Context: an optimization exercise on an open-source flow, tuned for small area, a short achievable clock period and few clock cycles per item. The choices shown serve that exercise and are no tape-out recipe. In this exercise RTL edits were held to simulation tests only and were not proved equivalent to the original. No activity file was given, so power comes from the tool's default toggle rates.

==> flow/design.v (excerpt) <==
module measureClifford(
    input wire i_clk,
    input wire i_rst_n,
    input wire [1 : 0] i_basis_0,
    input wire [1 : 0] i_basis_1,
    input wire [1 : 0] i_basis_2,
    input wire [1 : 0] i_basis_3,
    input wire [1 : 0] i_basis_4,
    input wire [1 : 0] i_result_0,
    input wire [1 : 0] i_result_1,
    input wire [1 : 0] i_result_2,
    input wire [1 : 0] i_result_3,
    input wire [1 : 0] i_result_4,
    output wire [6 : 0] o_value,
    output wire o_ready
);
export LEC_CHECK = 0
export CAP_MARGIN = 20
export CORE_MARGIN = 2
export CORE_UTILIZATION = 55
export CTS_BUF_LIST = sky130_fd_sc_hd__clkbuf_8
export SETUP_SLACK_MARGIN = 3
export SLEW_MARGIN = 20
create_clock -name core_clock -period 10.0 [get_ports {i_clk}]
run.sh (not shown) runs the stock make flow with config.mk's settings and CLKGATE_MAP_FILE= SYNTH_SCRIPT=/design/flow/synth_recipe.tcl, a recipe that flattens the netlist after the stock synthesis.
Testbench counts at the start, summed over its fixed seeds: cycles 3,228, items 2,400.
Next try:
--- a/flow/design.v
+++ b/flow/design.v
@@ -79,15 +79,15 @@
             for (a = 0; a < 5; a = a + 1)
                 for (c = a + 1; c < 5; c = c + 1)
                     qform = qform ^ (m[a] & m[c] & bb[5*a+c]);
         end
     endfunction
     wire [4:0]  k1 = {tk[4][1], tk[3][1], tk[2][1], tk[1][1], tk[0][1]};
     wire [24:0] bflat = {Bq[4], Bq[3], Bq[2], Bq[1], Bq[0]};
-    wire [4:0] rem = meas & ~(busy ? done : 5'b0) & {5{armed}};
+    wire [4:0] rem = meas & ~done & {5{armed}};
     wire [4:0] sel = rem & ~{rem[3:0] | {rem[2:0], 1'b0} | {rem[1:0], 2'b0} | {rem[0], 3'b0}, 1'b0};
     wire [4:0] rest = rem & ~sel;
     wire       last = ~|rest;
     wire       outcome = |(sel & outc);
     reg [9:0] c;
     always @(*) begin
         for (i = 0; i < 10; i = i + 1)
@@ -191,12 +191,12 @@
             for (i = 0; i < 10; i = i + 1) begin
                 tx[i] <= nx[i];
                 tz[i] <= nz[i];
             end
             for (j = 0; j < 5; j = j + 1) tk[j] <= nk[j];
             armed <= 1'b1;
             busy <= armed & ~fin;
-            done <= (busy ? done : 5'b0) | sel;
+            done <= fin ? 5'b0 : (done | sel);
             nrand <= fin ? 3'd0 : nrand + rnd;
         end
     end
 endmodule
Worst setup slack is worse by 0.096 ns.
First-iteration DRC count rose by 11%.
Sequential share of layout area fell by 0.97 points.
Sequential power fell by about 17%.
Power fell by about 36%.
Combinational power fell by about 70%.
Worst hold slack is worse by 0.037 ns.
Clock skew fell by 0.0057 ns.
Global-route usage rose by 0.35 points.
Testbench counts after the change, summed over its fixed seeds: cycles 3,228, items 2,400.

--- another note on this design; it stands on its own ---

Design measureClifford, start of the top module:
module measureClifford(
    input wire i_clk,
    input wire i_rst_n,
    input wire [1 : 0] i_basis_0,
    input wire [1 : 0] i_basis_1,
    input wire [1 : 0] i_basis_2,
    input wire [1 : 0] i_basis_3,
    input wire [1 : 0] i_basis_4,
    input wire [1 : 0] i_result_0,
    input wire [1 : 0] i_result_1,
    input wire [1 : 0] i_result_2,
    input wire [1 : 0] i_result_3,
    input wire [1 : 0] i_result_4,
    output wire [6 : 0] o_value,
    output wire o_ready
);
    reg [4:0] tx [0:9];      
    reg [4:0] tz [0:9];      
    reg [1:0] tk [0:4];      
    reg       armed;         
    reg       busy;          
    reg [4:0] done;          
    reg [2:0] nrand;         
    wire [1:0] b [0:4];
    assign b[0] = i_basis_0; assign b[1] = i_basis_1; assign b[2] = i_basis_2;
    assign b[3] = i_basis_3; assign b[4] = i_basis_4;
    wire [4:0] meas = {i_result_4[1], i_result_3[1], i_result_2[1], i_result_1[1], i_result_0[1]};
    wire [4:0] outc = {i_result_4[0], i_result_3[0], i_result_2[0], i_result_1[0], i_result_0[0]};
    integer i, j, q;
    wire rot_en = armed & ~busy;
    reg [4:0] roth, roty;
    reg [4:0] rx [0:9];
    reg [4:0] rz [0:9];
    reg [1:0] rk [0:4];
    reg [4:0] yv;
    reg       yn0, yn1, pxz;
    always @(*) begin
        for (q = 0; q < 5; q = q + 1) begin
            roth[q] = rot_en & b[q][1] & ~b[q][0];
            roty[q] = rot_en & b[q][1] & b[q][0];
        end
        for (i = 0; i < 10; i = i + 1) begin
            for (q = 0; q < 5; q = q + 1) begin
                if (roty[q]) begin
                    rx[i][q] = tx[i][q] ^ tz[i][q];
                    rz[i][q] = tx[i][q];
                end else if (roth[q]) begin
                    rx[i][q] = tz[i][q];
                    rz[i][q] = tx[i][q];
                end else begin
                    rx[i][q] = tx[i][q];
                    rz[i][q] = tz[i][q];
                end
            end
        end
        for (j = 0; j < 5; j = j + 1) begin
            yv = roty & tx[5+j];
            yn0 = ^yv;
  ...
Size: roughly 1600 cells after synthesis, ~30 I/O pins, about 12000 um^2 of cells after synthesis.
clock: 10.0 ns
lec_check: 0
cap_margin: 20
core_margin: 2
core_utilization: 55
cts_buf_list: sky130_fd_sc_hd__clkbuf_8
setup_slack_margin: 2.5
slew_margin: 20
run.sh (not shown) runs the stock make flow with config.mk's settings and CLKGATE_MAP_FILE= SYNTH_SCRIPT=/design/flow/synth_recipe.tcl, a recipe that flattens the netlist after the stock synthesis.
The starting point ran to the end with no violations.
Testbench counts at the start, summed over its fixed seeds: cycles 3,228, items 2,400.
Edit:
Settings changed: SETUP_SLACK_MARGIN 2.5 to 4.
After rerunning:
- via count drops by 1.4%
- utilization stays flat
- area after synthesis stays the same
- clock-buffer cell count does not change
- power falls by 1.4%
- synthesized cell count does not change
- worst hold slack is worse by 14 ps
- wire length drops by about 4.4%
- die area stays the same
- global-route usage falls by 3.1 points

separate check: timing with driven ports:
The results above use ideal ports. As a check the final layouts listed here were re-extracted and re-timed, cells and wires unchanged. Step 1: set_driving_cell puts a clkbuf_16 on i_clk and a buf_2 on each other input, an assumption about the parent block. Step 2 times the ports against the registers' clock, not the clock port: input delays grow and output delays shrink by t, the midpoint of the rising clock arrivals with the driver on. a / b / c = ideal / step 1 / step 2; a / b = the first two.
| run | shift t [ns] | setup WS [ns] | hold slack, ns | worst setup path at the end | pins driven straight from the clock port |
|---|---|---|---|---|---|
| the first run of note 1 | 0.520 | 2.268 / 2.240 / 2.240 | 0.536 / 0.536 / 0.536 | input to output | 1 |
| the second run of note 1 | 0.521 | 2.172 / 2.134 / 2.134 | 0.498 / 0.498 / 0.498 | input to output | 1 |
| the first run of note 2 | 0.512 | 2.296 / 2.267 / 1.809 | 0.548 / 0.548 / 0.548 | input to register | 1 |
| the second run of note 2 | 0.513 | 2.250 / 2.230 / 2.230 | 0.533 / 0.533 / 0.533 | input to output | 1 |
After both steps every run listed still meets setup and hold. For the first run of note 2, which loses most, drivers alone change the setup slack by -0.029 ns; drivers and shift together by -0.487 ns.
